Source: an optimization exercise on an open RTL-to-GDS flow (aim: small area, a short achievable clock period and few clock cycles per item). Production flows keep margins and buffers that such runs may drop. Power and IR drop assume default switching activity.

## multiplyer
module multiplyer(
    clk,
    rst_n,
    A,
    B,
    result,
    start_sig,
    done_sig
);
    input   clk;
    input   rst_n;
    input   [31:0]A;
    input   [31:0]B;
    input   start_sig;
    output  [31:0]result;
    output  [3:0]done_sig;
    wire    [23:0]ma = {1'b1, A[22:0]};
    wire    [23:0]mb = {1'b1, B[22:0]};
    reg     [1:0]cnt;       
    reg     [24:0]rX;          
    reg     [24:0]rY;
    reg     rC;
    reg     [8:0]rS;           
    reg     rSign;
    wire    first = (cnt == 2'd0);
    wire    done = (cnt == 2'd3);
    always @(posedge clk or negedge rst_n)
        if (!rst_n)
            cnt <= 2'd0;
        else if (start_sig && !done)
            cnt <= cnt + 1'b1;
        else
            cnt <= 2'd0;
    reg     [7:0]dig;
    always @(*)
        case (cnt)
            2'd0: dig = mb[7:0];
            2'd1: dig = mb[15:8];
            2'd2: dig = mb[23:16];
            default: dig = 8'd0;
        endcase
    wire    [24:0]ax = first ? 25'd0 : rX;
    wire    [24:0]ay = first ? 25'd0 : rY;
    wire    ac = first ? 1'b0 : rC;
    wire pp0_0;
    wire pp0_1;
    wire pp0_2;
    wire pp0_3;
    wire pp0_4;
    wire pp0_5;
    wire pp0_6;
    wire pp0_7;
    wire pp0_8;
    wire pp0_9;
    wire pp0_10;
    wire pp0_11;
    wire pp0_12;
    wire pp0_13;
    wire pp0_14;
    wire pp0_15;
    wire pp0_16;
    wire pp0_17;
    wire pp0_18;
    wire pp0_19;
    wire pp0_20;
    wire pp0_21;
    wire pp0_22;
    wire pp1_0;
    wire pp1_1;
    wire pp1_2;
    wire pp1_3;
    wire pp1_4;
    wire pp1_5;
    wire pp1_6;
    wire pp1_7;
    wire pp1_8;
    wire pp1_9;
    wire pp1_10;
    wire pp1_11;
    wire pp1_12;
    wire pp1_13;
    wire pp1_14;
    wire pp1_15;
    wire pp1_16;
    wire pp1_17;
    wire pp1_18;
    wire pp1_19;
    wire pp1_20;
    wire pp1_21;
    wire pp1_22;
    wire pp2_0;
    wire pp2_1;
    wire pp2_2;
    wire pp2_3;
    wire pp2_4;
    wire pp2_5;
    wire pp2_6;
    wire pp2_7;
    wire pp2_8;
    wire pp2_9;
    wire pp2_10;
    wire pp2_11;
    wire pp2_12;
    wire pp2_13;
    wire pp2_14;
    wire pp2_15;
    wire pp2_16;
    wire pp2_17;
    wire pp2_18;
    wire pp2_19;
    wire pp2_20;
    wire pp2_21;
    wire pp2_22;
    wire pp3_0;
    wire pp3_1;
    wire pp3_2;
    wire pp3_3;
    wire pp3_4;
    wire pp3_5;
    wire pp3_6;
  ...
clock: 8.0 ns
lec_check: 0
cap_margin: 20
core_margin: 2
core_utilization: 40
setup_slack_margin: 3.0
slew_margin: 20
run.sh (not shown) runs the stock make flow with config.mk's settings and CLKGATE_MAP_FILE= SYNTH_SCRIPT=/design/flow/synth_recipe.tcl, a recipe that flattens the netlist after the stock synthesis.
Change:
SETUP_SLACK_MARGIN = not set   (was 3.0)
After rerunning: Worst setup slack gets worse by 0.69 ns; wire length goes down by 6.9%; clock-buffer cell count stays the same; final area went down by 4.3%; utilization fell by 2.1 points; global-route usage goes down by 0.42 points; die area does not change.
Change:
SETUP_SLACK_MARGIN = 3.6   (was not set)
Outcome:
- synthesized area is unchanged
- clock power rises by 5.2%
- final area climbs by 14%
- hold slack hardly moves
- sequential cell count does not change
- register-to-register slack improved by 0.36 ns
- power climbs by 16%
Change:
==> flow/flow/run.sh (new file) <==
#!/bin/bash
export BUFFER_PORTS_ARGS="-buffer_cell sky130_fd_sc_hd__buf_2"
bash standard.sh > standard.log 2>&1
==> flow/standard.sh (new file) <==
#!/bin/bash
# synth_recipe.tcl (not shown) runs the flow's synth.tcl, then flattens the netlist and writes it again
# the make line also repeats each setting of config.mk as NAME=value (left out here)
make -C /OpenROAD-flow-scripts/flow DESIGN_CONFIG=/design/flow/config.mk WORK_HOME=/design/flow/orfs CLKGATE_MAP_FILE= SYNTH_SCRIPT=/design/flow/synth_recipe.tcl "${@:-finish}"
SETUP_SLACK_MARGIN = 3.4   (was 3.6)
removed: flow/run.sh
Outcome: Clock-buffer cell count went down by 1. Sequential power barely changes. Combinational power went down by 11%. Design area went down by 11%. Die area is unchanged. Power went down by 9.5%. Worst hold slack gets worse by 0.0061 ns.
Function was not checked in any run of this note: the RTL went through the layout flow alone.

port drivers added, routing unchanged:
In the flow no input, the clock included, has a driving cell. The finished layouts below were timed again as built, in two steps. Step 1: set_driving_cell puts a clkbuf_16 on clk and a buf_2 on each other input, an assumption about the parent block. Step 2 adds t to the input delays and takes it off the output delays; t is the mean of the earliest and latest rising clock arrival at the registers after step 1. Input paths then give back, and output paths get back, about the clock's delay inside the block. Three values: no drivers, after step 1, after step 2; two values: the first two.
| run | t, ns | setup slack, ns | worst register clock-pin slew, ns |
|---|---|---|---|
| the first run | 0.381 | 2.928 / 2.884 / 2.769 | 0.06 / 0.06 |
| the second run | 0.377 | 2.241 / 2.197 / 2.232 | 0.06 / 0.06 |
| the third run | 0.382 | 3.201 / 3.155 / 2.889 | 0.06 / 0.06 |
| the fourth run | 0.383 | 3.225 / 3.183 / 2.959 | 0.06 / 0.06 |
After both steps setup and hold are still met in every run listed. The setup slack of the third run, which loses most, moves by -0.046 ns with the drivers and by -0.312 ns with both steps.
